Background: an optimization exercise with open tools, aiming at small area and a short achievable clock period. Do not read the settings as production practice.
Where RTL was checked, it was by simulation tests only, not by an equivalence proof against the original.
For runs 2 and 3, only the layout was checked, not whether the RTL still works.
Power figures rest on the tool's default switching activity, not on a simulated workload.

## flow/design.v (module list and top-level ports; edited modules follow where they fit)
// module incline_sat: 7 lines
// module cpa_ts: 103 lines
// module cpa_ic: 103 lines
// module cpa_prod: 200 lines
// module desiredDrive: 204 lines
// module desiredDrive_reg: 633 lines
module desiredDrive_reg(
    input clk, rst_n,
    input [11:0] avg_torque,
    input [4:0] cadence,
    input not_pedaling,
    input [12:0] incline,
    input [2:0] scale,
    output logic [11:0] target_curr
);
  // ...
==> flow/flow/run.sh <==
#!/bin/bash
# Layout flow: the standard flow (standard.sh), with these changes:
#  - synthesis: Yosys's generic "synth -run fine:" step skips its early ABC
#    pass (-noabc), so that extract_fa sees the RTL's full adders as written
#    (without the input/output inversions that pass puts around them), and
#    extract_fa leaves the carry-propagate adders (instances u_cpa_*) to the
#    final ABC mapping instead of building them from adder cells; the rest of
#    synthesis (dfflibmap, flatten, renaming) is as in the standard flow's synthesis, but
#    the final ABC mapping runs flow/map.abc, a delay-oriented mapping without
#    ABC's own buffering and sizing (OpenROAD's repair sizes the cells later);
#  - the port buffers are PORT_BUF cells;
#  - ORFS's timing repair aims for SETUP_MARGIN ns of setup slack.
# The SDC, the clock period and every other step are the standard flow's.
set -euo pipefail
HERE=$(pwd)
SETUP_MARGIN=8.0
PORT_BUF=sky130_fd_sc_hd__buf_1
# ORFS's synth.tcl with the changes
sed -e 's/synth -top \$::env(DESIGN_NAME) -run fine: {\*}\$synth_full_args/synth -top $::env(DESIGN_NAME) -run fine: -noabc {*}$synth_full_args/' \
    -e 's/extract_fa {\*}\[dont_use_extract_fa_args\]/extract_fa {*}[dont_use_extract_fa_args] c:* c:*u_cpa_* %d/' \
    -e "s#^  log_cmd abc {\*}\\\$abc_args\$#  log_cmd abc {*}[lreplace \$abc_args 1 1 $HERE/flow/map.abc]#" \
    "$FLOW_HOME/scripts/synth.tcl" > "$HERE/synth_changed.tcl"
grep -q -F -- '-run fine: -noabc' "$HERE/synth_changed.tcl"
grep -q -F -- 'extract_fa {*}[dont_use_extract_fa_args] c:* c:*u_cpa_* %d' "$HERE/synth_changed.tcl"
grep -q -F -- "log_cmd abc {*}[lreplace \$abc_args 1 1 $HERE/flow/map.abc]" "$HERE/synth_changed.tcl"
# The standard flow's synthesis wrapper, sourcing the changed synth.tcl
sed "s#source \$::env(SCRIPTS_DIR)/synth.tcl#source $HERE/synth_changed.tcl#" synth_recipe.tcl > "$HERE/flow_synth.tcl"
grep -q -F "source $HERE/synth_changed.tcl" "$HERE/flow_synth.tcl"
# The standard.sh, pointed at that wrapper
sed "s#SYNTH_SCRIPT=[^ ]*#SYNTH_SCRIPT=$HERE/flow_synth.tcl#" standard.sh > "$HERE/flow_standard.sh"
grep -q -F "SYNTH_SCRIPT=$HERE/flow_synth.tcl" "$HERE/flow_standard.sh"
bash "$HERE/flow_standard.sh" SETUP_SLACK_MARGIN=$SETUP_MARGIN \
    "BUFFER_PORTS_ARGS=-buffer_cell $PORT_BUF" finish > "$HERE/flow_make.log" 2>&1
==> flow/flow/map.abc <==
strash
dch
map -B 0.9
topo
stime -c
==> flow/standard.sh <==
#!/bin/bash
# synth_recipe.tcl (not shown) runs the flow's synth.tcl, then flattens the netlist and writes it again
# the make line also repeats each setting of config.mk as NAME=value (left out here)
make -C /OpenROAD-flow-scripts/flow DESIGN_CONFIG=/design/flow/config.mk WORK_HOME=/design/flow/orfs CLKGATE_MAP_FILE= SYNTH_SCRIPT=/design/flow/synth_recipe.tcl "${@:-finish}"
==> flow/config.mk <==
export PLATFORM = sky130hd
export DESIGN_NAME = desiredDrive_reg
export DESIGN_NICKNAME = desiredDrive_reg
export VERILOG_FILES = /design/flow/design.v
export SDC_FILE = /design/flow/constraint.sdc
export NUM_CORES = 4
export LEC_CHECK = 0
export CAP_MARGIN = 20
export CORE_MARGIN = 2
export CORE_UTILIZATION = 40
export CTS_BUF_LIST = sky130_fd_sc_hd__clkbuf_4 sky130_fd_sc_hd__clkbuf_8
export SLEW_MARGIN = 20
export TNS_END_PERCENT = 5
==> flow/constraint.sdc <==
create_clock -name core_clock -period 13.0 [get_ports {clk}]
set_input_delay 2.6000 -clock core_clock [delete_from_list [all_inputs] [get_ports {clk}]]
set_output_delay 2.6000 -clock core_clock [all_outputs]
set_load 0.01 [all_outputs]
==> results.py, run 1 <==
metrics = {
    "placement": {
        "dp_cells": 1549,
    },
    "worst_setup_path": {
        "crit_arrival_ns": 5.35,
        "crit_cells": 14,
        "startpoint_type": "primary input",
        "reg2regPathDepth": 19,
        "worstSetupEndpointType": "flop",
        "reg2reg_slack_ns": 8.11,
        "crit_path_frequent_cell": "fa_1",
        "critPathCapture": "ic_rn[14]",
    },
    "pwr": {
        "p_total_w": 0.00116,
        "power_frac_comb": 0.672,
        "power-top-group": "combinational logic",
        "p_comb_w": 0.000776,
        "leakagePower_nw": 5.22,
        "clkPwrFrac": 0.097,
    },
    "yosys": {
        "syn_area_per_cell_um2": 7.57,
        "synth_nets": 1476,
        "yosysMostFrequentCell": "nor2_1",
    },
    "finish": {
        "seq_area_um2": 978,
        "clock_buffers": 5,
        "finish.utilization": 0.455,
        "buf_share": 0.0363,
        "multi_input_area_um2": 7820,
        "final_common_cell": "nor2_1",
    },
    "sta": {
        "setup_viol": 0,
        "fin_ws_ns": 7.85,
        "slew_headroom": 0.458,
    },
    "clock_tree": {
        "cts.path.max_buffers": 2,
        "cts_resized": 45,
    },
    "grt": {
        "antenna_found_initial": 0,
        "overflow": 0,
        "grt_pass1_wl_um": 39200,
    },
    "worst_hold_path": {
        "holdPathStages": 2,
        "hold_end": "curr_r[9]",
    },
    "die": {
        "die-width_um": 156,
        "fp-row-count": 55,
    },
    "route": {
        "remaining_drc_errors": 0,
    },
    "run_status": {
        "status": "complete, no violations",
    },
}
==> module cpa_ts, before the edit <==
module cpa_ts(input [14:0] a, input [14:0] b, output [14:0] s);
wire g1 = a[0] & b[0];
wire g2 = a[1] & b[1];
wire g3 = a[2] & b[2];
wire g4 = a[3] & b[3];
wire g5 = a[4] & b[4];
wire g6 = a[5] & b[5];
wire g7 = a[6] & b[6];
wire g8 = a[7] & b[7];
wire g9 = a[8] & b[8];
wire g10 = a[9] & b[9];
wire g11 = a[10] & b[10];
wire g12 = a[11] & b[11];
wire g13 = a[12] & b[12];
wire g14 = a[13] & b[13];
wire g15 = a[14] & b[14];
wire h16 = a[0] ^ b[0];
wire h17 = a[1] ^ b[1];
wire h18 = a[2] ^ b[2];
wire h19 = a[3] ^ b[3];
wire h20 = a[4] ^ b[4];
wire h21 = a[5] ^ b[5];
wire h22 = a[6] ^ b[6];
wire h23 = a[7] ^ b[7];
wire h24 = a[8] ^ b[8];
wire h25 = a[9] ^ b[9];
wire h26 = a[10] ^ b[10];
wire h27 = a[11] ^ b[11];
wire h28 = a[12] ^ b[12];
wire h29 = a[13] ^ b[13];
wire h30 = a[14] ^ b[14];
wire G31 = g2 | (h17 & g1);
wire P32 = h17 & h16;
wire G33 = g4 | (h19 & g3);
wire P34 = h19 & h18;
wire G35 = g6 | (h21 & g5);
wire P36 = h21 & h20;
wire G37 = g8 | (h23 & g7);
wire P38 = h23 & h22;
wire G39 = g10 | (h25 & g9);
wire P40 = h25 & h24;
wire G41 = g12 | (h27 & g11);
wire P42 = h27 & h26;
wire G43 = g14 | (h29 & g13);
wire P44 = h29 & h28;
wire G45 = g3 | (h18 & G31);
wire P46 = h18 & P32;
wire G47 = G33 | (P34 & G31);
wire P48 = P34 & P32;
wire G49 = g7 | (h22 & G35);
wire P50 = h22 & P36;
wire G51 = G37 | (P38 & G35);
wire P52 = P38 & P36;
wire G53 = g11 | (h26 & G39);
wire P54 = h26 & P40;
wire G55 = G41 | (P42 & G39);
wire P56 = P42 & P40;
wire G57 = g15 | (h30 & G43);
wire P58 = h30 & P44;
wire G59 = g5 | (h20 & G47);
wire P60 = h20 & P48;
wire G61 = G35 | (P36 & G47);
wire P62 = P36 & P48;
wire G63 = G49 | (P50 & G47);
wire P64 = P50 & P48;
wire G65 = G51 | (P52 & G47);
wire P66 = P52 & P48;
wire G67 = g13 | (h28 & G55);
wire P68 = h28 & P56;
wire G69 = G43 | (P44 & G55);
wire P70 = P44 & P56;
wire G71 = G57 | (P58 & G55);
wire P72 = P58 & P56;
wire G73 = g9 | (h24 & G65);
wire P74 = h24 & P66;
wire G75 = G39 | (P40 & G65);
wire P76 = P40 & P66;
wire G77 = G53 | (P54 & G65);
wire P78 = P54 & P66;
wire G79 = G55 | (P56 & G65);
wire P80 = P56 & P66;
wire G81 = G67 | (P68 & G65);
wire P82 = P68 & P66;
wire G83 = G69 | (P70 & G65);
wire P84 = P70 & P66;
wire G85 = G71 | (P72 & G65);
wire P86 = P72 & P66;
wire o87 = h17 ^ g1;
wire o88 = h18 ^ G31;
wire o89 = h19 ^ G45;
wire o90 = h20 ^ G47;
wire o91 = h21 ^ G59;
wire o92 = h22 ^ G61;
wire o93 = h23 ^ G63;
wire o94 = h24 ^ G65;
wire o95 = h25 ^ G73;
wire o96 = h26 ^ G75;
wire o97 = h27 ^ G77;
wire o98 = h28 ^ G79;
wire o99 = h29 ^ G81;
wire o100 = h30 ^ G83;
assign s = {o100, o99, o98, o97, o96, o95, o94, o93, o92, o91, o90, o89, o88, o87, h16};
endmodule
==> module cpa_ic, before the edit <==
module cpa_ic(input [14:0] a, input [14:0] b, output [14:0] s);
wire g1 = a[0] & b[0];
wire g2 = a[1] & b[1];
wire g3 = a[2] & b[2];
wire g4 = a[3] & b[3];
wire g5 = a[4] & b[4];
wire g6 = a[5] & b[5];
wire g7 = a[6] & b[6];
wire g8 = a[7] & b[7];
wire g9 = a[8] & b[8];
wire g10 = a[9] & b[9];
wire g11 = a[10] & b[10];
wire g12 = a[11] & b[11];
wire g13 = a[12] & b[12];
wire g14 = a[13] & b[13];
wire g15 = a[14] & b[14];
wire h16 = a[0] ^ b[0];
wire h17 = a[1] ^ b[1];
wire h18 = a[2] ^ b[2];
wire h19 = a[3] ^ b[3];
wire h20 = a[4] ^ b[4];
wire h21 = a[5] ^ b[5];
wire h22 = a[6] ^ b[6];
wire h23 = a[7] ^ b[7];
wire h24 = a[8] ^ b[8];
wire h25 = a[9] ^ b[9];
wire h26 = a[10] ^ b[10];
wire h27 = a[11] ^ b[11];
wire h28 = a[12] ^ b[12];
wire h29 = a[13] ^ b[13];
wire h30 = a[14] ^ b[14];
wire G31 = g2 | (h17 & g1);
wire P32 = h17 & h16;
wire G33 = g4 | (h19 & g3);
wire P34 = h19 & h18;
wire G35 = g6 | (h21 & g5);
wire P36 = h21 & h20;
wire G37 = g8 | (h23 & g7);
wire P38 = h23 & h22;
wire G39 = g10 | (h25 & g9);
wire P40 = h25 & h24;
wire G41 = g12 | (h27 & g11);
wire P42 = h27 & h26;
wire G43 = g14 | (h29 & g13);
wire P44 = h29 & h28;
wire G45 = g3 | (h18 & G31);
wire P46 = h18 & P32;
wire G47 = G33 | (P34 & G31);
wire P48 = P34 & P32;
wire G49 = g7 | (h22 & G35);
wire P50 = h22 & P36;
wire G51 = G37 | (P38 & G35);
wire P52 = P38 & P36;
wire G53 = g11 | (h26 & G39);
wire P54 = h26 & P40;
wire G55 = G41 | (P42 & G39);
wire P56 = P42 & P40;
wire G57 = g15 | (h30 & G43);
wire P58 = h30 & P44;
wire G59 = g5 | (h20 & G47);
wire P60 = h20 & P48;
wire G61 = G35 | (P36 & G47);
wire P62 = P36 & P48;
wire G63 = G49 | (P50 & G47);
wire P64 = P50 & P48;
wire G65 = G51 | (P52 & G47);
wire P66 = P52 & P48;
wire G67 = g13 | (h28 & G55);
wire P68 = h28 & P56;
wire G69 = G43 | (P44 & G55);
wire P70 = P44 & P56;
wire G71 = G57 | (P58 & G55);
wire P72 = P58 & P56;
wire G73 = g9 | (h24 & G65);
wire P74 = h24 & P66;
wire G75 = G39 | (P40 & G65);
wire P76 = P40 & P66;
wire G77 = G53 | (P54 & G65);
wire P78 = P54 & P66;
wire G79 = G55 | (P56 & G65);
wire P80 = P56 & P66;
wire G81 = G67 | (P68 & G65);
wire P82 = P68 & P66;
wire G83 = G69 | (P70 & G65);
wire P84 = P70 & P66;
wire G85 = G71 | (P72 & G65);
wire P86 = P72 & P66;
wire o87 = h17 ^ g1;
wire o88 = h18 ^ G31;
wire o89 = h19 ^ G45;
wire o90 = h20 ^ G47;
wire o91 = h21 ^ G59;
wire o92 = h22 ^ G61;
wire o93 = h23 ^ G63;
wire o94 = h24 ^ G65;
wire o95 = h25 ^ G73;
wire o96 = h26 ^ G75;
wire o97 = h27 ^ G77;
wire o98 = h28 ^ G79;
wire o99 = h29 ^ G81;
wire o100 = h30 ^ G83;
assign s = {o100, o99, o98, o97, o96, o95, o94, o93, o92, o91, o90, o89, o88, o87, h16};
endmodule
==> run 2, diff against run 1 <==
--- a/flow/design.v
+++ b/flow/design.v
@@ -38,73 +38,107 @@
 wire h30 = a[14] ^ b[14];
-wire G31 = g2 | (h17 & g1);
-wire P32 = h17 & h16;
-wire G33 = g4 | (h19 & g3);
-wire P34 = h19 & h18;
-wire G35 = g6 | (h21 & g5);
-wire P36 = h21 & h20;
-wire G37 = g8 | (h23 & g7);
-wire P38 = h23 & h22;
-wire G39 = g10 | (h25 & g9);
-wire P40 = h25 & h24;
-wire G41 = g12 | (h27 & g11);
-wire P42 = h27 & h26;
-wire G43 = g14 | (h29 & g13);
-wire P44 = h29 & h28;
-wire G45 = g3 | (h18 & G31);
-wire P46 = h18 & P32;
-wire G47 = G33 | (P34 & G31);
-wire P48 = P34 & P32;
-wire G49 = g7 | (h22 & G35);
-wire P50 = h22 & P36;
-wire G51 = G37 | (P38 & G35);
-wire P52 = P38 & P36;
-wire G53 = g11 | (h26 & G39);
-wire P54 = h26 & P40;
-wire G55 = G41 | (P42 & G39);
-wire P56 = P42 & P40;
-wire G57 = g15 | (h30 & G43);
-wire P58 = h30 & P44;
-wire G59 = g5 | (h20 & G47);
-wire P60 = h20 & P48;
-wire G61 = G35 | (P36 & G47);
-wire P62 = P36 & P48;
-wire G63 = G49 | (P50 & G47);
-wire P64 = P50 & P48;
-wire G65 = G51 | (P52 & G47);
-wire P66 = P52 & P48;
-wire G67 = g13 | (h28 & G55);
-wire P68 = h28 & P56;
-wire G69 = G43 | (P44 & G55);
-wire P70 = P44 & P56;
-wire G71 = G57 | (P58 & G55);
-wire P72 = P58 & P56;
-wire G73 = g9 | (h24 & G65);
-wire P74 = h24 & P66;
-wire G75 = G39 | (P40 & G65);
-wire P76 = P40 & P66;
-wire G77 = G53 | (P54 & G65);
-wire P78 = P54 & P66;
-wire G79 = G55 | (P56 & G65);
-wire P80 = P56 & P66;
-wire G81 = G67 | (P68 & G65);
-wire P82 = P68 & P66;
-wire G83 = G69 | (P70 & G65);
-wire P84 = P70 & P66;
-wire G85 = G71 | (P72 & G65);
-wire P86 = P72 & P66;
-wire o87 = h17 ^ g1;
-wire o88 = h18 ^ G31;
-wire o89 = h19 ^ G45;
-wire o90 = h20 ^ G47;
-wire o91 = h21 ^ G59;
-wire o92 = h22 ^ G61;
-wire o93 = h23 ^ G63;
-wire o94 = h24 ^ G65;
-wire o95 = h25 ^ G73;
-wire o96 = h26 ^ G75;
-wire o97 = h27 ^ G77;
-wire o98 = h28 ^ G79;
-wire o99 = h29 ^ G81;
-wire o100 = h30 ^ G83;
-assign s = {o100, o99, o98, o97, o96, o95, o94, o93, o92, o91, o90, o89, o88, o87, h16};
+wire G31 = g15 | (h30 & g14);
+wire P32 = h30 & h29;
+wire G33 = g14 | (h29 & g13);
+wire P34 = h29 & h28;
+wire G35 = g13 | (h28 & g12);
+wire P36 = h28 & h27;
+wire G37 = g12 | (h27 & g11);
+wire P38 = h27 & h26;
+wire G39 = g11 | (h26 & g10);
+wire P40 = h26 & h25;
+wire G41 = g10 | (h25 & g9);
+wire P42 = h25 & h24;
+wire G43 = g9 | (h24 & g8);
+wire P44 = h24 & h23;
+wire G45 = g8 | (h23 & g7);
+wire P46 = h23 & h22;
+wire G47 = g7 | (h22 & g6);
+wire P48 = h22 & h21;
+wire G49 = g6 | (h21 & g5);
+wire P50 = h21 & h20;
+wire G51 = g5 | (h20 & g4);
+wire P52 = h20 & h19;
+wire G53 = g4 | (h19 & g3);
+wire P54 = h19 & h18;
+wire G55 = g3 | (h18 & g2);
+wire P56 = h18 & h17;
+wire G57 = g2 | (h17 & g1);
+wire P58 = h17 & h16;
+wire G59 = G31 | (P32 & G35);
+wire P60 = P32 & P36;
+wire G61 = G33 | (P34 & G37);
+wire P62 = P34 & P38;
+wire G63 = G35 | (P36 & G39);
+wire P64 = P36 & P40;
+wire G65 = G37 | (P38 & G41);
+wire P66 = P38 & P42;
+wire G67 = G39 | (P40 & G43);
+wire P68 = P40 & P44;
+wire G69 = G41 | (P42 & G45);
+wire P70 = P42 & P46;
+wire G71 = G43 | (P44 & G47);
+wire P72 = P44 & P48;
+wire G73 = G45 | (P46 & G49);
+wire P74 = P46 & P50;
+wire G75 = G47 | (P48 & G51);
+wire P76 = P48 & P52;
+wire G77 = G49 | (P50 & G53);
+wire P78 = P50 & P54;
+wire G79 = G51 | (P52 & G55);
+wire P80 = P52 & P56;
+wire G81 = G53 | (P54 & G57);
+wire P82 = P54 & P58;
+wire G83 = G55 | (P56 & g1);
+wire P84 = P56 & h16;
+wire G85 = G59 | (P60 & G67);
+wire P86 = P60 & P68;
+wire G87 = G61 | (P62 & G69);
+wire P88 = P62 & P70;
+wire G89 = G63 | (P64 & G71);
+wire P90 = P64 & P72;
+wire G91 = G65 | (P66 & G73);
+wire P92 = P66 & P74;
+wire G93 = G67 | (P68 & G75);
+wire P94 = P68 & P76;
+wire G95 = G69 | (P70 & G77);
+wire P96 = P70 & P78;
+wire G97 = G71 | (P72 & G79);
+wire P98 = P72 & P80;
+wire G99 = G73 | (P74 & G81);
+wire P100 = P74 & P82;
+wire G101 = G75 | (P76 & G83);
+wire P102 = P76 & P84;
+wire G103 = G77 | (P78 & G57);
+wire P104 = P78 & P58;
+wire G105 = G79 | (P80 & g1);
+wire P106 = P80 & h16;
+wire G107 = G85 | (P86 & G101);
+wire P108 = P86 & P102;
+wire G109 = G87 | (P88 & G103);
+wire P110 = P88 & P104;
+wire G111 = G89 | (P90 & G105);
+wire P112 = P90 & P106;
+wire G113 = G91 | (P92 & G81);
+wire P114 = P92 & P82;
+wire G115 = G93 | (P94 & G83);
+wire P116 = P94 & P84;
+wire G117 = G95 | (P96 & G57);
+wire P118 = P96 & P58;
+wire G119 = G97 | (P98 & g1);
+wire P120 = P98 & h16;
+wire o121 = h17 ^ g1;
+wire o122 = h18 ^ G57;
+wire o123 = h19 ^ G83;
+wire o124 = h20 ^ G81;
+wire o125 = h21 ^ G105;
+wire o126 = h22 ^ G103;
+wire o127 = h23 ^ G101;
+wire o128 = h24 ^ G99;
+wire o129 = h25 ^ G119;
+wire o130 = h26 ^ G117;
+wire o131 = h27 ^ G115;
+wire o132 = h28 ^ G113;
+wire o133 = h29 ^ G111;
+wire o134 = h30 ^ G109;
+assign s = {o134, o133, o132, o131, o130, o129, o128, o127, o126, o125, o124, o123, o122, o121, h16};
 endmodule
@@ -141,73 +175,107 @@
 wire h30 = a[14] ^ b[14];
-wire G31 = g2 | (h17 & g1);
-wire P32 = h17 & h16;
-wire G33 = g4 | (h19 & g3);
-wire P34 = h19 & h18;
-wire G35 = g6 | (h21 & g5);
-wire P36 = h21 & h20;
-wire G37 = g8 | (h23 & g7);
-wire P38 = h23 & h22;
-wire G39 = g10 | (h25 & g9);
-wire P40 = h25 & h24;
-wire G41 = g12 | (h27 & g11);
-wire P42 = h27 & h26;
-wire G43 = g14 | (h29 & g13);
-wire P44 = h29 & h28;
-wire G45 = g3 | (h18 & G31);
-wire P46 = h18 & P32;
-wire G47 = G33 | (P34 & G31);
-wire P48 = P34 & P32;
-wire G49 = g7 | (h22 & G35);
-wire P50 = h22 & P36;
-wire G51 = G37 | (P38 & G35);
-wire P52 = P38 & P36;
-wire G53 = g11 | (h26 & G39);
-wire P54 = h26 & P40;
-wire G55 = G41 | (P42 & G39);
-wire P56 = P42 & P40;
-wire G57 = g15 | (h30 & G43);
-wire P58 = h30 & P44;
-wire G59 = g5 | (h20 & G47);
-wire P60 = h20 & P48;
-wire G61 = G35 | (P36 & G47);
-wire P62 = P36 & P48;
-wire G63 = G49 | (P50 & G47);
-wire P64 = P50 & P48;
-wire G65 = G51 | (P52 & G47);
-wire P66 = P52 & P48;
-wire G67 = g13 | (h28 & G55);
-wire P68 = h28 & P56;
-wire G69 = G43 | (P44 & G55);
-wire P70 = P44 & P56;
-wire G71 = G57 | (P58 & G55);
-wire P72 = P58 & P56;
-wire G73 = g9 | (h24 & G65);
-wire P74 = h24 & P66;
-wire G75 = G39 | (P40 & G65);
-wire P76 = P40 & P66;
-wire G77 = G53 | (P54 & G65);
-wire P78 = P54 & P66;
-wire G79 = G55 | (P56 & G65);
-wire P80 = P56 & P66;
-wire G81 = G67 | (P68 & G65);
-wire P82 = P68 & P66;
-wire G83 = G69 | (P70 & G65);
-wire P84 = P70 & P66;
-wire G85 = G71 | (P72 & G65);
-wire P86 = P72 & P66;
-wire o87 = h17 ^ g1;
-wire o88 = h18 ^ G31;
-wire o89 = h19 ^ G45;
-wire o90 = h20 ^ G47;
-wire o91 = h21 ^ G59;
-wire o92 = h22 ^ G61;
-wire o93 = h23 ^ G63;
-wire o94 = h24 ^ G65;
-wire o95 = h25 ^ G73;
-wire o96 = h26 ^ G75;
-wire o97 = h27 ^ G77;
-wire o98 = h28 ^ G79;
-wire o99 = h29 ^ G81;
-wire o100 = h30 ^ G83;
-assign s = {o100, o99, o98, o97, o96, o95, o94, o93, o92, o91, o90, o89, o88, o87, h16};
+wire G31 = g15 | (h30 & g14);
+wire P32 = h30 & h29;
+wire G33 = g14 | (h29 & g13);
+wire P34 = h29 & h28;
+wire G35 = g13 | (h28 & g12);
+wire P36 = h28 & h27;
+wire G37 = g12 | (h27 & g11);
+wire P38 = h27 & h26;
+wire G39 = g11 | (h26 & g10);
+wire P40 = h26 & h25;
+wire G41 = g10 | (h25 & g9);
+wire P42 = h25 & h24;
+wire G43 = g9 | (h24 & g8);
+wire P44 = h24 & h23;
+wire G45 = g8 | (h23 & g7);
+wire P46 = h23 & h22;
+wire G47 = g7 | (h22 & g6);
+wire P48 = h22 & h21;
+wire G49 = g6 | (h21 & g5);
+wire P50 = h21 & h20;
+wire G51 = g5 | (h20 & g4);
+wire P52 = h20 & h19;
+wire G53 = g4 | (h19 & g3);
+wire P54 = h19 & h18;
+wire G55 = g3 | (h18 & g2);
+wire P56 = h18 & h17;
+wire G57 = g2 | (h17 & g1);
+wire P58 = h17 & h16;
+wire G59 = G31 | (P32 & G35);
+wire P60 = P32 & P36;
+wire G61 = G33 | (P34 & G37);
+wire P62 = P34 & P38;
+wire G63 = G35 | (P36 & G39);
+wire P64 = P36 & P40;
+wire G65 = G37 | (P38 & G41);
+wire P66 = P38 & P42;
+wire G67 = G39 | (P40 & G43);
+wire P68 = P40 & P44;
+wire G69 = G41 | (P42 & G45);
+wire P70 = P42 & P46;
+wire G71 = G43 | (P44 & G47);
+wire P72 = P44 & P48;
+wire G73 = G45 | (P46 & G49);
+wire P74 = P46 & P50;
+wire G75 = G47 | (P48 & G51);
+wire P76 = P48 & P52;
+wire G77 = G49 | (P50 & G53);
+wire P78 = P50 & P54;
+wire G79 = G51 | (P52 & G55);
+wire P80 = P52 & P56;
+wire G81 = G53 | (P54 & G57);
+wire P82 = P54 & P58;
+wire G83 = G55 | (P56 & g1);
+wire P84 = P56 & h16;
+wire G85 = G59 | (P60 & G67);
+wire P86 = P60 & P68;
+wire G87 = G61 | (P62 & G69);
+wire P88 = P62 & P70;
+wire G89 = G63 | (P64 & G71);
+wire P90 = P64 & P72;
+wire G91 = G65 | (P66 & G73);
+wire P92 = P66 & P74;
+wire G93 = G67 | (P68 & G75);
+wire P94 = P68 & P76;
+wire G95 = G69 | (P70 & G77);
+wire P96 = P70 & P78;
+wire G97 = G71 | (P72 & G79);
+wire P98 = P72 & P80;
+wire G99 = G73 | (P74 & G81);
+wire P100 = P74 & P82;
+wire G101 = G75 | (P76 & G83);
+wire P102 = P76 & P84;
+wire G103 = G77 | (P78 & G57);
+wire P104 = P78 & P58;
+wire G105 = G79 | (P80 & g1);
+wire P106 = P80 & h16;
+wire G107 = G85 | (P86 & G101);
+wire P108 = P86 & P102;
+wire G109 = G87 | (P88 & G103);
+wire P110 = P88 & P104;
+wire G111 = G89 | (P90 & G105);
+wire P112 = P90 & P106;
+wire G113 = G91 | (P92 & G81);
+wire P114 = P92 & P82;
+wire G115 = G93 | (P94 & G83);
+wire P116 = P94 & P84;
+wire G117 = G95 | (P96 & G57);
+wire P118 = P96 & P58;
+wire G119 = G97 | (P98 & g1);
+wire P120 = P98 & h16;
+wire o121 = h17 ^ g1;
+wire o122 = h18 ^ G57;
+wire o123 = h19 ^ G83;
+wire o124 = h20 ^ G81;
+wire o125 = h21 ^ G105;
+wire o126 = h22 ^ G103;
+wire o127 = h23 ^ G101;
+wire o128 = h24 ^ G99;
+wire o129 = h25 ^ G119;
+wire o130 = h26 ^ G117;
+wire o131 = h27 ^ G115;
+wire o132 = h28 ^ G113;
+wire o133 = h29 ^ G111;
+wire o134 = h30 ^ G109;
+assign s = {o134, o133, o132, o131, o130, o129, o128, o127, o126, o125, o124, o123, o122, o121, h16};
 endmodule
==> flow/flow/run.sh (replaced) <==
#!/bin/bash
# Layout flow: the standard flow (standard.sh), with these changes:
#  - synthesis: Yosys's generic "synth -run fine:" step skips its early ABC
#    pass (-noabc), so that extract_fa sees the RTL's full adders as written
#    (without the input/output inversions that pass puts around them), and
#    extract_fa looks for full adders only (EXTRACT_FA_ARGS); the rest of
#    synthesis (dfflibmap, the final ABC mapping, flatten, renaming) is as in
#    the standard flow's synthesis;
#  - the port buffers are PORT_BUF cells;
#  - ORFS's timing repair aims for SETUP_SLACK_MARGIN ns of setup slack.
# The SDC, the clock period and every other step are the standard flow's.
set -euo pipefail
HERE=$(pwd)
EXTRACT_FA_ARGS=""
SETUP_MARGIN=7.6
PORT_BUF=sky130_fd_sc_hd__buf_1
# ORFS's synth.tcl with the changes
sed -e 's/synth -top \$::env(DESIGN_NAME) -run fine: {\*}\$synth_full_args/synth -top $::env(DESIGN_NAME) -run fine: -noabc {*}$synth_full_args/' \
    -e "s/extract_fa {\*}\[dont_use_extract_fa_args\]/extract_fa $EXTRACT_FA_ARGS/" \
    "$FLOW_HOME/scripts/synth.tcl" > "$HERE/synth_changed.tcl"
grep -q -- '-run fine: -noabc' "$HERE/synth_changed.tcl"
grep -q -- "^ *extract_fa $EXTRACT_FA_ARGS\$" "$HERE/synth_changed.tcl"
# The standard flow's synthesis wrapper, sourcing the changed synth.tcl
sed "s#source \$::env(SCRIPTS_DIR)/synth.tcl#source $HERE/synth_changed.tcl#" synth_recipe.tcl > "$HERE/flow_synth.tcl"
grep -q "source $HERE/synth_changed.tcl" "$HERE/flow_synth.tcl"
# The standard.sh, pointed at that wrapper
sed "s#SYNTH_SCRIPT=[^ ]*#SYNTH_SCRIPT=$HERE/flow_synth.tcl#" standard.sh > "$HERE/flow_standard.sh"
grep -q "SYNTH_SCRIPT=$HERE/flow_synth.tcl" "$HERE/flow_standard.sh"
bash "$HERE/flow_standard.sh" SETUP_SLACK_MARGIN=$SETUP_MARGIN \
    "BUFFER_PORTS_ARGS=-buffer_cell $PORT_BUF" finish > "$HERE/flow_make.log" 2>&1
--- a/flow/config.mk
+++ b/flow/config.mk
@@ -7,2 +7,3 @@
 export LEC_CHECK = 0
+export ABC_AREA = 1
 export CAP_MARGIN = 20
removed: flow/flow/map.abc
==> results.py, run 2 <==
metrics = {
    "pwr": {
        "powerDensity_nw_per_um2": 109,
        "p_sw_w": 0.000587,
        "clkPwrFrac": 0.080,
        "power_frac_comb": 0.668,
        "internal-power_w": 0.000514,
        "seq_power_share": 0.252,
        "p_sw_frac": 0.533,
        "leakagePower_nw": 5.75,
        "vdd_drop_max_mv": 0.0486,
    },
    "finish": {
        "syn_to_final_growth_pct": 6.09,
        "finalNetCount": 1472,
        "diodes": 0,
        "nFillCells": 2408,
        "final_common_cell": "nor2_1",
        "layout_common_cells": "nor2_1, fa_1, nand2_1, inv_1, ha_1",
        "top_regs": "ic_rn: 15 flops, ts_rn: 15 flops, curr_r: 12 flops",
        "drive_gt1_frac": 0.0502,
    },
    "yosys": {
        "ys_warn_count": 1,
        "synth-simple-area-share": 0.227,
        "ys_top_cells_by_count": "nor2_1, fa_1, nand2_1",
        "ys_ff_latch": 44,
        "syn_area_um2": 9500,
        "async_flop_share": 0.318,
        "synth_top_family_by_area": "adder cells",
        "synth_edf_count": 0,
        "ys_seq_area_frac": 0.100,
        "synth_nets": 1460,
        "synthAdderAreaFrac": 0.532,
        "synth.mux.area_fraction": 0,
        "synth_top_cell_area_share": 0.434,
        "synth_ff_type": "dfxtp_1",
        "synth-compound-area-share": 0.0572,
        "synthCells": 1144,
        "synth_area_leaders": "fa_1, nor2_1, ha_1",
        "synth_xor_area_frac": 0.0166,
        "yosysTopAreaCell": "fa_1",
        "yosysMostFrequentCell": "nor2_1",
        "synth_cell_types": 36,
        "syn_area_per_cell_um2": 8.30,
    },
    "sta": {
        "rsz0062_at_grt": "true",
        "clock_skew_ns": 0.00583,
        "fin_hold_ws_ns": 0.707,
        "fin_crit_sh": 0.405,
        "fmax_ghz": 0.190,
        "fin_ws_ns": 7.73,
        "tns_ns": 0,
        "slew_violations": 0,
        "min_period_ns": 5.27,
        "slew_headroom": 0.436,
        "finalHoldViolCount": 0,
        "setup_viol": 0,
        "worstMarginPinSlew_ns": 0.845,
    },
    "grt": {
        "grt_start_max_net_pins": 16,
        "antenna_found_initial": 0,
        "grt_pass1_vias": 7681,
        "grt_usage": 0.197,
        "overflow": 0,
        "grt_pass1_wl_um": 38700,
    },
    "clock_tree": {
        "cts_setup_buffers": 0,
        "h-tree-depth": 2,
        "clk-insertion-delay-late_ns": 0.32,
        "numCtsBuffers": 5,
        "clock-root-buffer": "clkbuf_8",
        "cts_tree": "yes",
        "cts.sinks": 44,
        "clk_pin_slew_worst_paths_ns": 0.08,
        "cts.path.max_buffers": 2,
    },
    "route": {
        "viasPerCell": 5.05,
        "drt-initial-drc-count": 558,
        "remaining_drc_errors": 0,
        "wl_per_cell_um": 15.4,
        "drtAntennaViolNets": 0,
        "via_count": 7446,
        "dr.pass1.iters": 5,
        "finalWirelength_um": 22700,
    },
    "worst_setup_path": {
        "startpoint_type": "primary input",
        "cp.required_ns": 13.21,
        "critPathMaxFanout": 13,
        "worstSetupPathType": "primary input to flop",
        "worstSetupEndpointType": "flop",
        "crit_arrival_ns": 5.47,
    },
    "placement": {
        "hpwlAfterDp_um": 18000,
        "routabilityCongestion": 0.873,
        "dp_slack_ns": 7.08,
        "io_buffers": 47,
    },
    "job": {
        "cap_viol_max_count": 0,
    },
    "die": {
        "die-width_um": 158,
        "die_h_um": 158,
        "io-pin-count": 48,
        "fp-row-count": 56,
        "dieArea_um2": 25000,
        "coreArea_um2": 23400,
        "start_util": 0.406,
    },
    "worst_hold_path": {
        "hold_class": "flop to flop",
    },
    "run_status": {
        "status": "complete, no violations",
    },
}
==> run 2: final timing paths <==
kind                       cells after the start        end  slack (ns)        from
max                                           15  ic_rn[12]        7.73  cadence[3]
min                                            2  curr_r[1]        0.71       valid
max reg2reg                                   14  curr_r[2]        7.88    ic_rn[9]
min reg2reg                                    2  curr_r[1]        0.71       valid
max in group asynchronous                      1      sat_r       10.18       rst_n
min in group asynchronous                      1  curr_r[2]        2.33       rst_n
==> run 2: timing repair <==
item / 4_1_cts / 5_1_grt
resized for setup: 4 / 30
hold buffers: 0 / 0
setup endpoints to repair: 9 / 20
pin swaps: 0 / 2
==> run 2: power groups by stage <==
stage	Combinational [W]	Sequential, W	Clock (W)
floorplan	0.000620	0.000191	0
global placement	0.000726	0.000279	0
detailed placement	0.000737	0.000277	0
CTS	0.000741	0.000274	0.0000911
global route	0.000862	0.000283	0.0000950
finish	0.000735	0.000278	0.0000875
==> run 2: area by class of cell <==
class	count	area, um^2	area share
clock buffer	5	68.8	0.00683
timing repair buffer	48	204	0.0202
clock inverter	2	11.3	0.00112
multi-input combinational	935	7960	0.790
inverter	122	458	0.0454
tap	319	399	0.0396
sequential	44	975	0.0967
==> run 2: worst max-delay path: stages <==
cell and delay [ns]:
buf_4 0.16, nand2_1 0.07, inv_1 0.05, fa_1 0.48, fa_1 0.52, fa_1 0.50, ha_1 0.37, nand2_1 0.13
nor2_1 0.06, nor2_1 0.08, nand2_1 0.08, a21oi_1 0.16, nand2_1 0.07, nand3_1 0.08, nand2_1 0.04
==> run 2: per-layer routing <==
metal  up-vias  share of wire  global-route usage
met3        18          0.040              0.0186
met5         -              0                   0
li1       3537              -                   -
met4         0          0.011              0.0399
met2       178           0.49               0.349
met1      3713           0.46               0.265
==> run 2: stage by stage <==
| step | util | cell area (um^2) | instances | total power (W) |
|---|---|---|---|---|
| floorplan | - | 9530 | 1144 | 0.000812 |
| global placement | 0.425 | 9940 | 1468 | 0.00101 |
| detailed placement | 0.425 | 9940 | 1468 | 0.00101 |
| CTS | 0.428 | 10000 | 1475 | 0.00111 |
| global route | 0.431 | 10100 | 1475 | 0.00124 |
| finish | 0.431 | 10100 | 1475 | 0.00110 |
==> run 2: cell families after synthesis <==
family          count (synthesis)
compound gates                 97
xor+xnor                       18
fa+ha+maj                     280
buf+inv                       165
flops                          44
other cells                     1
simple gates                  539
==> module cpa_prod, before the edit <==
module cpa_prod(input [27:0] a, input [27:0] b, output [12:0] s);
wire g1 = a[0] & b[0];
wire g2 = a[1] & b[1];
wire g3 = a[2] & b[2];
wire g4 = a[3] & b[3];
wire g5 = a[4] & b[4];
wire g6 = a[5] & b[5];
wire g7 = a[6] & b[6];
wire g8 = a[7] & b[7];
wire g9 = a[8] & b[8];
wire g10 = a[9] & b[9];
wire g11 = a[10] & b[10];
wire g12 = a[11] & b[11];
wire g13 = a[12] & b[12];
wire g14 = a[13] & b[13];
wire g15 = a[14] & b[14];
wire g16 = a[15] & b[15];
wire g17 = a[16] & b[16];
wire g18 = a[17] & b[17];
wire g19 = a[18] & b[18];
wire g20 = a[19] & b[19];
wire g21 = a[20] & b[20];
wire g22 = a[21] & b[21];
wire g23 = a[22] & b[22];
wire g24 = a[23] & b[23];
wire g25 = a[24] & b[24];
wire g26 = a[25] & b[25];
wire g27 = a[26] & b[26];
wire g28 = a[27] & b[27];
wire h29 = a[0] ^ b[0];
wire h30 = a[1] ^ b[1];
wire h31 = a[2] ^ b[2];
wire h32 = a[3] ^ b[3];
wire h33 = a[4] ^ b[4];
wire h34 = a[5] ^ b[5];
wire h35 = a[6] ^ b[6];
wire h36 = a[7] ^ b[7];
wire h37 = a[8] ^ b[8];
wire h38 = a[9] ^ b[9];
wire h39 = a[10] ^ b[10];
wire h40 = a[11] ^ b[11];
wire h41 = a[12] ^ b[12];
wire h42 = a[13] ^ b[13];
wire h43 = a[14] ^ b[14];
wire h44 = a[15] ^ b[15];
wire h45 = a[16] ^ b[16];
wire h46 = a[17] ^ b[17];
wire h47 = a[18] ^ b[18];
wire h48 = a[19] ^ b[19];
wire h49 = a[20] ^ b[20];
wire h50 = a[21] ^ b[21];
wire h51 = a[22] ^ b[22];
wire h52 = a[23] ^ b[23];
wire h53 = a[24] ^ b[24];
wire h54 = a[25] ^ b[25];
wire h55 = a[26] ^ b[26];
wire h56 = a[27] ^ b[27];
wire G57 = g2 | (h30 & g1);
wire P58 = h30 & h29;
wire G59 = g4 | (h32 & g3);
wire P60 = h32 & h31;
wire G61 = g6 | (h34 & g5);
wire P62 = h34 & h33;
wire G63 = g8 | (h36 & g7);
wire P64 = h36 & h35;
wire G65 = g10 | (h38 & g9);
wire P66 = h38 & h37;
wire G67 = g12 | (h40 & g11);
wire P68 = h40 & h39;
wire G69 = g14 | (h42 & g13);
wire P70 = h42 & h41;
wire G71 = g16 | (h44 & g15);
wire P72 = h44 & h43;
wire G73 = g18 | (h46 & g17);
wire P74 = h46 & h45;
wire G75 = g20 | (h48 & g19);
wire P76 = h48 & h47;
wire G77 = g22 | (h50 & g21);
wire P78 = h50 & h49;
wire G79 = g24 | (h52 & g23);
wire P80 = h52 & h51;
wire G81 = g26 | (h54 & g25);
wire P82 = h54 & h53;
wire G83 = g28 | (h56 & g27);
wire P84 = h56 & h55;
wire G85 = g3 | (h31 & G57);
wire P86 = h31 & P58;
wire G87 = G59 | (P60 & G57);
wire P88 = P60 & P58;
wire G89 = g7 | (h35 & G61);
wire P90 = h35 & P62;
wire G91 = G63 | (P64 & G61);
wire P92 = P64 & P62;
wire G93 = g11 | (h39 & G65);
wire P94 = h39 & P66;
wire G95 = G67 | (P68 & G65);
wire P96 = P68 & P66;
wire G97 = g15 | (h43 & G69);
wire P98 = h43 & P70;
wire G99 = G71 | (P72 & G69);
wire P100 = P72 & P70;
wire G101 = g19 | (h47 & G73);
wire P102 = h47 & P74;
wire G103 = G75 | (P76 & G73);
wire P104 = P76 & P74;
wire G105 = g23 | (h51 & G77);
wire P106 = h51 & P78;
wire G107 = G79 | (P80 & G77);
wire P108 = P80 & P78;
wire G109 = g27 | (h55 & G81);
wire P110 = h55 & P82;
wire G111 = G83 | (P84 & G81);
wire P112 = P84 & P82;
wire G113 = g5 | (h33 & G87);
wire P114 = h33 & P88;
wire G115 = G61 | (P62 & G87);
wire P116 = P62 & P88;
wire G117 = G89 | (P90 & G87);
wire P118 = P90 & P88;
wire G119 = G91 | (P92 & G87);
wire P120 = P92 & P88;
wire G121 = g13 | (h41 & G95);
wire P122 = h41 & P96;
wire G123 = G69 | (P70 & G95);
wire P124 = P70 & P96;
wire G125 = G97 | (P98 & G95);
wire P126 = P98 & P96;
wire G127 = G99 | (P100 & G95);
wire P128 = P100 & P96;
wire G129 = g21 | (h49 & G103);
wire P130 = h49 & P104;
wire G131 = G77 | (P78 & G103);
wire P132 = P78 & P104;
wire G133 = G105 | (P106 & G103);
wire P134 = P106 & P104;
wire G135 = G107 | (P108 & G103);
wire P136 = P108 & P104;
wire G137 = g9 | (h37 & G119);
wire P138 = h37 & P120;
wire G139 = G65 | (P66 & G119);
wire P140 = P66 & P120;
wire G141 = G93 | (P94 & G119);
wire P142 = P94 & P120;
wire G143 = G95 | (P96 & G119);
wire P144 = P96 & P120;
wire G145 = G121 | (P122 & G119);
wire P146 = P122 & P120;
wire G147 = G123 | (P124 & G119);
wire P148 = P124 & P120;
wire G149 = G125 | (P126 & G119);
wire P150 = P126 & P120;
wire G151 = G127 | (P128 & G119);
wire P152 = P128 & P120;
wire G153 = g25 | (h53 & G135);
wire P154 = h53 & P136;
wire G155 = G81 | (P82 & G135);
wire P156 = P82 & P136;
wire G157 = G109 | (P110 & G135);
wire P158 = P110 & P136;
wire G159 = G111 | (P112 & G135);
wire P160 = P112 & P136;
wire G161 = g17 | (h45 & G151);
wire P162 = h45 & P152;
wire G163 = G73 | (P74 & G151);
wire P164 = P74 & P152;
wire G165 = G101 | (P102 & G151);
wire P166 = P102 & P152;
wire G167 = G103 | (P104 & G151);
wire P168 = P104 & P152;
wire G169 = G129 | (P130 & G151);
wire P170 = P130 & P152;
wire G171 = G131 | (P132 & G151);
wire P172 = P132 & P152;
wire G173 = G133 | (P134 & G151);
wire P174 = P134 & P152;
wire G175 = G135 | (P136 & G151);
wire P176 = P136 & P152;
wire G177 = G153 | (P154 & G151);
wire P178 = P154 & P152;
wire G179 = G155 | (P156 & G151);
wire P180 = P156 & P152;
wire G181 = G157 | (P158 & G151);
wire P182 = P158 & P152;
wire G183 = G159 | (P160 & G151);
wire P184 = P160 & P152;
wire o185 = h44 ^ G149;
wire o186 = h45 ^ G151;
wire o187 = h46 ^ G161;
wire o188 = h47 ^ G163;
wire o189 = h48 ^ G165;
wire o190 = h49 ^ G167;
wire o191 = h50 ^ G169;
wire o192 = h51 ^ G171;
wire o193 = h52 ^ G173;
wire o194 = h53 ^ G175;
wire o195 = h54 ^ G177;
wire o196 = h55 ^ G179;
wire o197 = h56 ^ G181;
assign s = {o197, o196, o195, o194, o193, o192, o191, o190, o189, o188, o187, o186, o185};
endmodule
==> run 3, diff against run 2 <==
--- a/flow/design.v
+++ b/flow/design.v
@@ -339,143 +339,42 @@
 wire G57 = g2 | (h30 & g1);
-wire P58 = h30 & h29;
-wire G59 = g4 | (h32 & g3);
-wire P60 = h32 & h31;
-wire G61 = g6 | (h34 & g5);
-wire P62 = h34 & h33;
-wire G63 = g8 | (h36 & g7);
-wire P64 = h36 & h35;
-wire G65 = g10 | (h38 & g9);
-wire P66 = h38 & h37;
-wire G67 = g12 | (h40 & g11);
-wire P68 = h40 & h39;
-wire G69 = g14 | (h42 & g13);
-wire P70 = h42 & h41;
-wire G71 = g16 | (h44 & g15);
-wire P72 = h44 & h43;
-wire G73 = g18 | (h46 & g17);
-wire P74 = h46 & h45;
-wire G75 = g20 | (h48 & g19);
-wire P76 = h48 & h47;
-wire G77 = g22 | (h50 & g21);
-wire P78 = h50 & h49;
-wire G79 = g24 | (h52 & g23);
-wire P80 = h52 & h51;
-wire G81 = g26 | (h54 & g25);
-wire P82 = h54 & h53;
-wire G83 = g28 | (h56 & g27);
-wire P84 = h56 & h55;
-wire G85 = g3 | (h31 & G57);
-wire P86 = h31 & P58;
-wire G87 = G59 | (P60 & G57);
-wire P88 = P60 & P58;
-wire G89 = g7 | (h35 & G61);
-wire P90 = h35 & P62;
-wire G91 = G63 | (P64 & G61);
-wire P92 = P64 & P62;
-wire G93 = g11 | (h39 & G65);
-wire P94 = h39 & P66;
-wire G95 = G67 | (P68 & G65);
-wire P96 = P68 & P66;
-wire G97 = g15 | (h43 & G69);
-wire P98 = h43 & P70;
-wire G99 = G71 | (P72 & G69);
-wire P100 = P72 & P70;
-wire G101 = g19 | (h47 & G73);
-wire P102 = h47 & P74;
-wire G103 = G75 | (P76 & G73);
-wire P104 = P76 & P74;
-wire G105 = g23 | (h51 & G77);
-wire P106 = h51 & P78;
-wire G107 = G79 | (P80 & G77);
-wire P108 = P80 & P78;
-wire G109 = g27 | (h55 & G81);
-wire P110 = h55 & P82;
-wire G111 = G83 | (P84 & G81);
-wire P112 = P84 & P82;
-wire G113 = g5 | (h33 & G87);
-wire P114 = h33 & P88;
-wire G115 = G61 | (P62 & G87);
-wire P116 = P62 & P88;
-wire G117 = G89 | (P90 & G87);
-wire P118 = P90 & P88;
-wire G119 = G91 | (P92 & G87);
-wire P120 = P92 & P88;
-wire G121 = g13 | (h41 & G95);
-wire P122 = h41 & P96;
-wire G123 = G69 | (P70 & G95);
-wire P124 = P70 & P96;
-wire G125 = G97 | (P98 & G95);
-wire P126 = P98 & P96;
-wire G127 = G99 | (P100 & G95);
-wire P128 = P100 & P96;
-wire G129 = g21 | (h49 & G103);
-wire P130 = h49 & P104;
-wire G131 = G77 | (P78 & G103);
-wire P132 = P78 & P104;
-wire G133 = G105 | (P106 & G103);
-wire P134 = P106 & P104;
-wire G135 = G107 | (P108 & G103);
-wire P136 = P108 & P104;
-wire G137 = g9 | (h37 & G119);
-wire P138 = h37 & P120;
-wire G139 = G65 | (P66 & G119);
-wire P140 = P66 & P120;
-wire G141 = G93 | (P94 & G119);
-wire P142 = P94 & P120;
-wire G143 = G95 | (P96 & G119);
-wire P144 = P96 & P120;
-wire G145 = G121 | (P122 & G119);
-wire P146 = P122 & P120;
-wire G147 = G123 | (P124 & G119);
-wire P148 = P124 & P120;
-wire G149 = G125 | (P126 & G119);
-wire P150 = P126 & P120;
-wire G151 = G127 | (P128 & G119);
-wire P152 = P128 & P120;
-wire G153 = g25 | (h53 & G135);
-wire P154 = h53 & P136;
-wire G155 = G81 | (P82 & G135);
-wire P156 = P82 & P136;
-wire G157 = G109 | (P110 & G135);
-wire P158 = P110 & P136;
-wire G159 = G111 | (P112 & G135);
-wire P160 = P112 & P136;
-wire G161 = g17 | (h45 & G151);
-wire P162 = h45 & P152;
-wire G163 = G73 | (P74 & G151);
-wire P164 = P74 & P152;
-wire G165 = G101 | (P102 & G151);
-wire P166 = P102 & P152;
-wire G167 = G103 | (P104 & G151);
-wire P168 = P104 & P152;
-wire G169 = G129 | (P130 & G151);
-wire P170 = P130 & P152;
-wire G171 = G131 | (P132 & G151);
-wire P172 = P132 & P152;
-wire G173 = G133 | (P134 & G151);
-wire P174 = P134 & P152;
-wire G175 = G135 | (P136 & G151);
-wire P176 = P136 & P152;
-wire G177 = G153 | (P154 & G151);
-wire P178 = P154 & P152;
-wire G179 = G155 | (P156 & G151);
-wire P180 = P156 & P152;
-wire G181 = G157 | (P158 & G151);
-wire P182 = P158 & P152;
-wire G183 = G159 | (P160 & G151);
-wire P184 = P160 & P152;
-wire o185 = h44 ^ G149;
-wire o186 = h45 ^ G151;
-wire o187 = h46 ^ G161;
-wire o188 = h47 ^ G163;
-wire o189 = h48 ^ G165;
-wire o190 = h49 ^ G167;
-wire o191 = h50 ^ G169;
-wire o192 = h51 ^ G171;
-wire o193 = h52 ^ G173;
-wire o194 = h53 ^ G175;
-wire o195 = h54 ^ G177;
-wire o196 = h55 ^ G179;
-wire o197 = h56 ^ G181;
-assign s = {o197, o196, o195, o194, o193, o192, o191, o190, o189, o188, o187, o186, o185};
+wire G58 = g3 | (h31 & G57);
+wire G59 = g4 | (h32 & G58);
+wire G60 = g5 | (h33 & G59);
+wire G61 = g6 | (h34 & G60);
+wire G62 = g7 | (h35 & G61);
+wire G63 = g8 | (h36 & G62);
+wire G64 = g9 | (h37 & G63);
+wire G65 = g10 | (h38 & G64);
+wire G66 = g11 | (h39 & G65);
+wire G67 = g12 | (h40 & G66);
+wire G68 = g13 | (h41 & G67);
+wire G69 = g14 | (h42 & G68);
+wire G70 = g15 | (h43 & G69);
+wire G71 = g16 | (h44 & G70);
+wire G72 = g17 | (h45 & G71);
+wire G73 = g18 | (h46 & G72);
+wire G74 = g19 | (h47 & G73);
+wire G75 = g20 | (h48 & G74);
+wire G76 = g21 | (h49 & G75);
+wire G77 = g22 | (h50 & G76);
+wire G78 = g23 | (h51 & G77);
+wire G79 = g24 | (h52 & G78);
+wire G80 = g25 | (h53 & G79);
+wire G81 = g26 | (h54 & G80);
+wire G82 = g27 | (h55 & G81);
+wire G83 = g28 | (h56 & G82);
+wire o84 = h44 ^ G70;
+wire o85 = h45 ^ G71;
+wire o86 = h46 ^ G72;
+wire o87 = h47 ^ G73;
+wire o88 = h48 ^ G74;
+wire o89 = h49 ^ G75;
+wire o90 = h50 ^ G76;
+wire o91 = h51 ^ G77;
+wire o92 = h52 ^ G78;
+wire o93 = h53 ^ G79;
+wire o94 = h54 ^ G80;
+wire o95 = h55 ^ G81;
+wire o96 = h56 ^ G82;
+assign s = {o96, o95, o94, o93, o92, o91, o90, o89, o88, o87, o86, o85, o84};
 endmodule
==> flow/flow/run.sh (replaced) <==
#!/bin/bash
# Layout flow: the standard flow (standard.sh), with these changes:
#  - synthesis: Yosys's generic "synth -run fine:" step skips its early ABC
#    pass (-noabc), so that extract_fa sees the RTL's full adders as written
#    (without the input/output inversions that pass puts around them), and
#    extract_fa leaves the carry-propagate adders (instances u_cpa_*) to the
#    final ABC mapping instead of building them from adder cells; the rest of
#    synthesis (dfflibmap, the final ABC mapping, flatten, renaming) is as in
#    the standard flow's synthesis;
#  - the port buffers are PORT_BUF cells;
#  - ORFS's timing repair aims for SETUP_MARGIN ns of setup slack.
# The SDC, the clock period and every other step are the standard flow's.
set -euo pipefail
HERE=$(pwd)
SETUP_MARGIN=8.0
PORT_BUF=sky130_fd_sc_hd__buf_1
# ORFS's synth.tcl with the changes
sed -e 's/synth -top \$::env(DESIGN_NAME) -run fine: {\*}\$synth_full_args/synth -top $::env(DESIGN_NAME) -run fine: -noabc {*}$synth_full_args/' \
    -e 's/extract_fa {\*}\[dont_use_extract_fa_args\]/extract_fa {*}[dont_use_extract_fa_args] c:* c:*u_cpa_* %d/' \
    "$FLOW_HOME/scripts/synth.tcl" > "$HERE/synth_changed.tcl"
grep -q -F -- '-run fine: -noabc' "$HERE/synth_changed.tcl"
grep -q -F -- 'extract_fa {*}[dont_use_extract_fa_args] c:* c:*u_cpa_* %d' "$HERE/synth_changed.tcl"
# The standard flow's synthesis wrapper, sourcing the changed synth.tcl
sed "s#source \$::env(SCRIPTS_DIR)/synth.tcl#source $HERE/synth_changed.tcl#" synth_recipe.tcl > "$HERE/flow_synth.tcl"
grep -q -F "source $HERE/synth_changed.tcl" "$HERE/flow_synth.tcl"
# The standard.sh, pointed at that wrapper
sed "s#SYNTH_SCRIPT=[^ ]*#SYNTH_SCRIPT=$HERE/flow_synth.tcl#" standard.sh > "$HERE/flow_standard.sh"
grep -q -F "SYNTH_SCRIPT=$HERE/flow_synth.tcl" "$HERE/flow_standard.sh"
bash "$HERE/flow_standard.sh" SETUP_SLACK_MARGIN=$SETUP_MARGIN \
    "BUFFER_PORTS_ARGS=-buffer_cell $PORT_BUF" finish > "$HERE/flow_make.log" 2>&1
==> results.py, run 3 <==
metrics = {
    "clock_tree": {
        "cts.sinks": 44,
        "clock-root-buffer": "clkbuf_8",
        "cts.path.max_buffers": 2,
        "cts_tree": "yes",
        "clk_pin_slew_worst_paths_ns": 0.09,
        "h-tree-depth": 2,
        "clk-insertion-delay-late_ns": 0.32,
        "numCtsBuffers": 5,
    },
    "run_status": {
        "status": "complete, no violations",
    },
    "worst_setup_path": {
        "cp.required_ns": 13.21,
        "r2r-start": "ts_rn[2]",
        "worstSetupPathType": "primary input to flop",
        "worstSetupEndpointType": "flop",
        "r2r_end": "curr_r[11]",
        "startpoint_type": "primary input",
        "reg2regPathDepth": 32,
        "reg2reg_slack_ns": 7.66,
        "critPathMaxFanout": 6,
        "crit_arrival_ns": 5.67,
    },
    "finish": {
        "top_regs": "ic_rn: 15 flops, ts_rn: 15 flops, curr_r: 12 flops",
        "layout_common_cells": "nor2_1, fa_1, nand2_1, inv_1, buf_1",
        "diodes": 0,
        "final_common_cell": "nor2_1",
        "fin_area_um2": 9660,
        "syn_to_final_growth_pct": 9.94,
        "drive_gt1_frac": 0.131,
        "finalNetCount": 1379,
    },
    "die": {
        "io-pin-count": 48,
        "fp-row-count": 54,
        "coreArea_um2": 21700,
        "die_h_um": 152,
        "dieArea_um2": 23200,
        "start_util": 0.405,
        "die-width_um": 152,
    },
    "sta": {
        "fin_crit_sh": 0.420,
        "tns_ns": 0,
        "finalHoldViolCount": 0,
        "min_period_ns": 5.46,
        "setup_viol": 0,
        "fmax_ghz": 0.183,
        "clock_skew_ns": 0.00718,
        "fin_ws_ns": 7.54,
        "slew_headroom": 0.384,
        "rsz0062_at_grt": "true",
        "slew_violations": 0,
        "worstMarginPinSlew_ns": 0.922,
    },
    "route": {
        "viasPerCell": 5.02,
        "remaining_drc_errors": 0,
        "finalWirelength_um": 20800,
        "via_count": 7014,
        "drt-initial-drc-count": 426,
        "wl_per_cell_um": 14.9,
        "dr.pass1.iters": 5,
        "drtAntennaViolNets": 0,
    },
    "grt": {
        "grt_pass1_wl_um": 36200,
        "overflow": 0,
        "grt_start_max_net_pins": 16,
        "antenna_found_initial": 0,
        "grt_usage": 0.192,
        "grt_pass1_vias": 7465,
    },
    "pwr": {
        "clkPwrFrac": 0.110,
        "seq_power_share": 0.253,
        "p_total_w": 0.00102,
        "internal-power_w": 0.000508,
        "power_frac_comb": 0.637,
        "vdd_drop_max_mv": 0.0531,
        "powerDensity_nw_per_um2": 106,
        "p_sw_w": 0.000513,
        "leakagePower_nw": 5.46,
        "p_sw_frac": 0.503,
    },
    "yosys": {
        "synth_top_cell_area_share": 0.462,
        "yosysTopAreaCell": "fa_1",
        "ys_warn_count": 1,
        "ys_ff_latch": 44,
        "synth_nets": 1338,
        "ys_top_cells_by_count": "nor2_1, fa_1, nand2_1",
        "synthCells": 1076,
        "synth_ff_type": "dfxtp_1",
        "synth_area_leaders": "fa_1, nor2_1, dfxtp_1",
        "syn_area_per_cell_um2": 8.17,
        "syn_area_um2": 8790,
        "synth_edf_count": 0,
        "synth_cell_types": 38,
        "ys_seq_area_frac": 0.108,
        "async_flop_share": 0.318,
        "yosysMostFrequentCell": "nor2_1",
    },
    "placement": {
        "hpwlAfterDp_um": 16000,
        "routabilityCongestion": 0.859,
        "dp_slack_ns": 6.97,
        "io_buffers": 47,
        "dpl_cell_area_um2": 9190,
    },
    "worst_hold_path": {
        "holdPathStages": 2,
        "hold_end": "curr_r[11]",
        "hold_class": "flop to flop",
        "holdCritStartpoint": "valid",
    },
    "job": {
        "cap_viol_max_count": 0,
    },
}
[run 3: cell families (layout without fill, tap and decap cells)]
| group | Yosys count | after routing | share of synthesized area |
|---|---|---|---|
| AOI/OAI and AO/OA | 85 | 85 | 0.0548 |
| xor gates and xnor gates | 32 | 32 | 0.0319 |
| adders and majority gates | 227 | 227 | 0.496 |
| buffers and inverters | 193 | 235 | 0.0831 |
| DFF | 44 | 44 | 0.108 |
| other | 1 | 1 | 0.000427 |
| and+or+nand+nor | 494 | 494 | 0.225 |
[run 3: final cells by class]
class | count | area, um^2
fillers | 2112 | 12000
multi-input cells | 839 | 7160
flip-flops and latches | 44 | 1000
inverters | 150 | 563
repair buffers | 77 | 467
well taps | 280 | 350
clock buffers | 5 | 68.8
clock inverters | 3 | 45.0
[run 3: critical path, cell delays in order]
cell	delay, ns
buf_12	0.10
buf_4	0.15
nand2_1	0.05
inv_1	0.04
fa_1	0.46
fa_1	0.52
fa_1	0.51
nor2_1	0.22
o21ai_4	0.08
inv_2	0.05
o21ai_2	0.06
buf_4	0.13
buf_4	0.12
buf_4	0.12
buf_4	0.12
buf_4	0.12
o21ai_0	0.15
a21oi_1	0.07
[run 3: power groups by stage]
| stage | sequential, W | clock, W | combinational [W] |
|---|---|---|---|
| 2_1_floorplan | 0.000189 | 0 | 0.000521 |
| 3_3_place_gp | 0.000261 | 0 | 0.000591 |
| 3_5_place_dp | 0.000262 | 0 | 0.000607 |
| 4_1_cts | 0.000257 | 0.000116 | 0.000646 |
| 5_1_grt | 0.000263 | 0.000122 | 0.000753 |
| 6_report | 0.000259 | 0.000112 | 0.000650 |
[run 3: worst max path at each step]
stage | from | end | slack (ns) | cells past startpoint
3_3_place_gp | cadence[2] | ic_rn[13] | 7.04 | 22
3_5_place_dp | cadence[0] | ic_rn[13] | 6.97 | 22
2_1_floorplan | cadence[3] | ic_rn[13] | 7.38 | 20
6_report | cadence[4] | ic_rn[8] | 7.54 | 18
4_1_cts | incline[1] | ic_rn[13] | 7.56 | 20
5_1_grt | ic_rn[14] | curr_r[11] | 7.25 | 33
[run 3: per-stage QoR]
stage               std cells  hold slack [ns]   util
floorplan                1076            0.514      -
global placement         1363            0.712  0.424
detailed placement       1363            0.712  0.424
CTS                      1391            0.716  0.442
global route             1398            0.777  0.445
finish                   1398            0.716  0.445
[run 3: timing repair]
item,in CTS,in global routing
pin swaps,14,0
hold buffers,0,0
setup endpoints to repair,21,23
gates resized for setup,61,12
setup buffers,20,6
[run 3: per-layer routing]
metal / global-route usage / up-vias / routed length (um)
met2: 0.340 / 209 / 10400
met1: 0.249 / 3483 / 8730
li1: - / 3286 / -
met5: 0 / - / 0
met4: 0.0521 / 0 / 487
met3: 0.0247 / 36 / 1230

what the ideal ports hide:
The flow's constraints put no driver on any port. The routed layouts listed below were extracted and timed again, unchanged, in two steps.
Step 1 assumes that a clkbuf_16 drives the clock port and a buf_2 every other input.
Step 2, shift: input delay + t, output delay - t, t = (earliest + latest rising clock arrival at the registers) / 2. This alone moves slack from input paths to output paths.
a / b / c = ideal ports / drivers / drivers and shift; a / b = the first two.
run	shift t [ns]	slack for setup (ns)	worst hold slack (ns)	slew at the worst register clock pin (ns)
run 1	0.347	7.850 / 7.835 / 7.489	0.738 / 0.738 / 0.738	0.10 / 0.10
run 2	0.360	7.732 / 7.749 / 7.388	0.707 / 0.707 / 0.707	0.08 / 0.08
run 3	0.360	7.542 / 7.531 / 7.171	0.716 / 0.716 / 0.716	0.09 / 0.09
After both steps setup and hold are still met in every run listed. For run 3, which loses most, drivers alone change the setup slack by -0.011 ns; drivers and shift together by -0.371 ns.
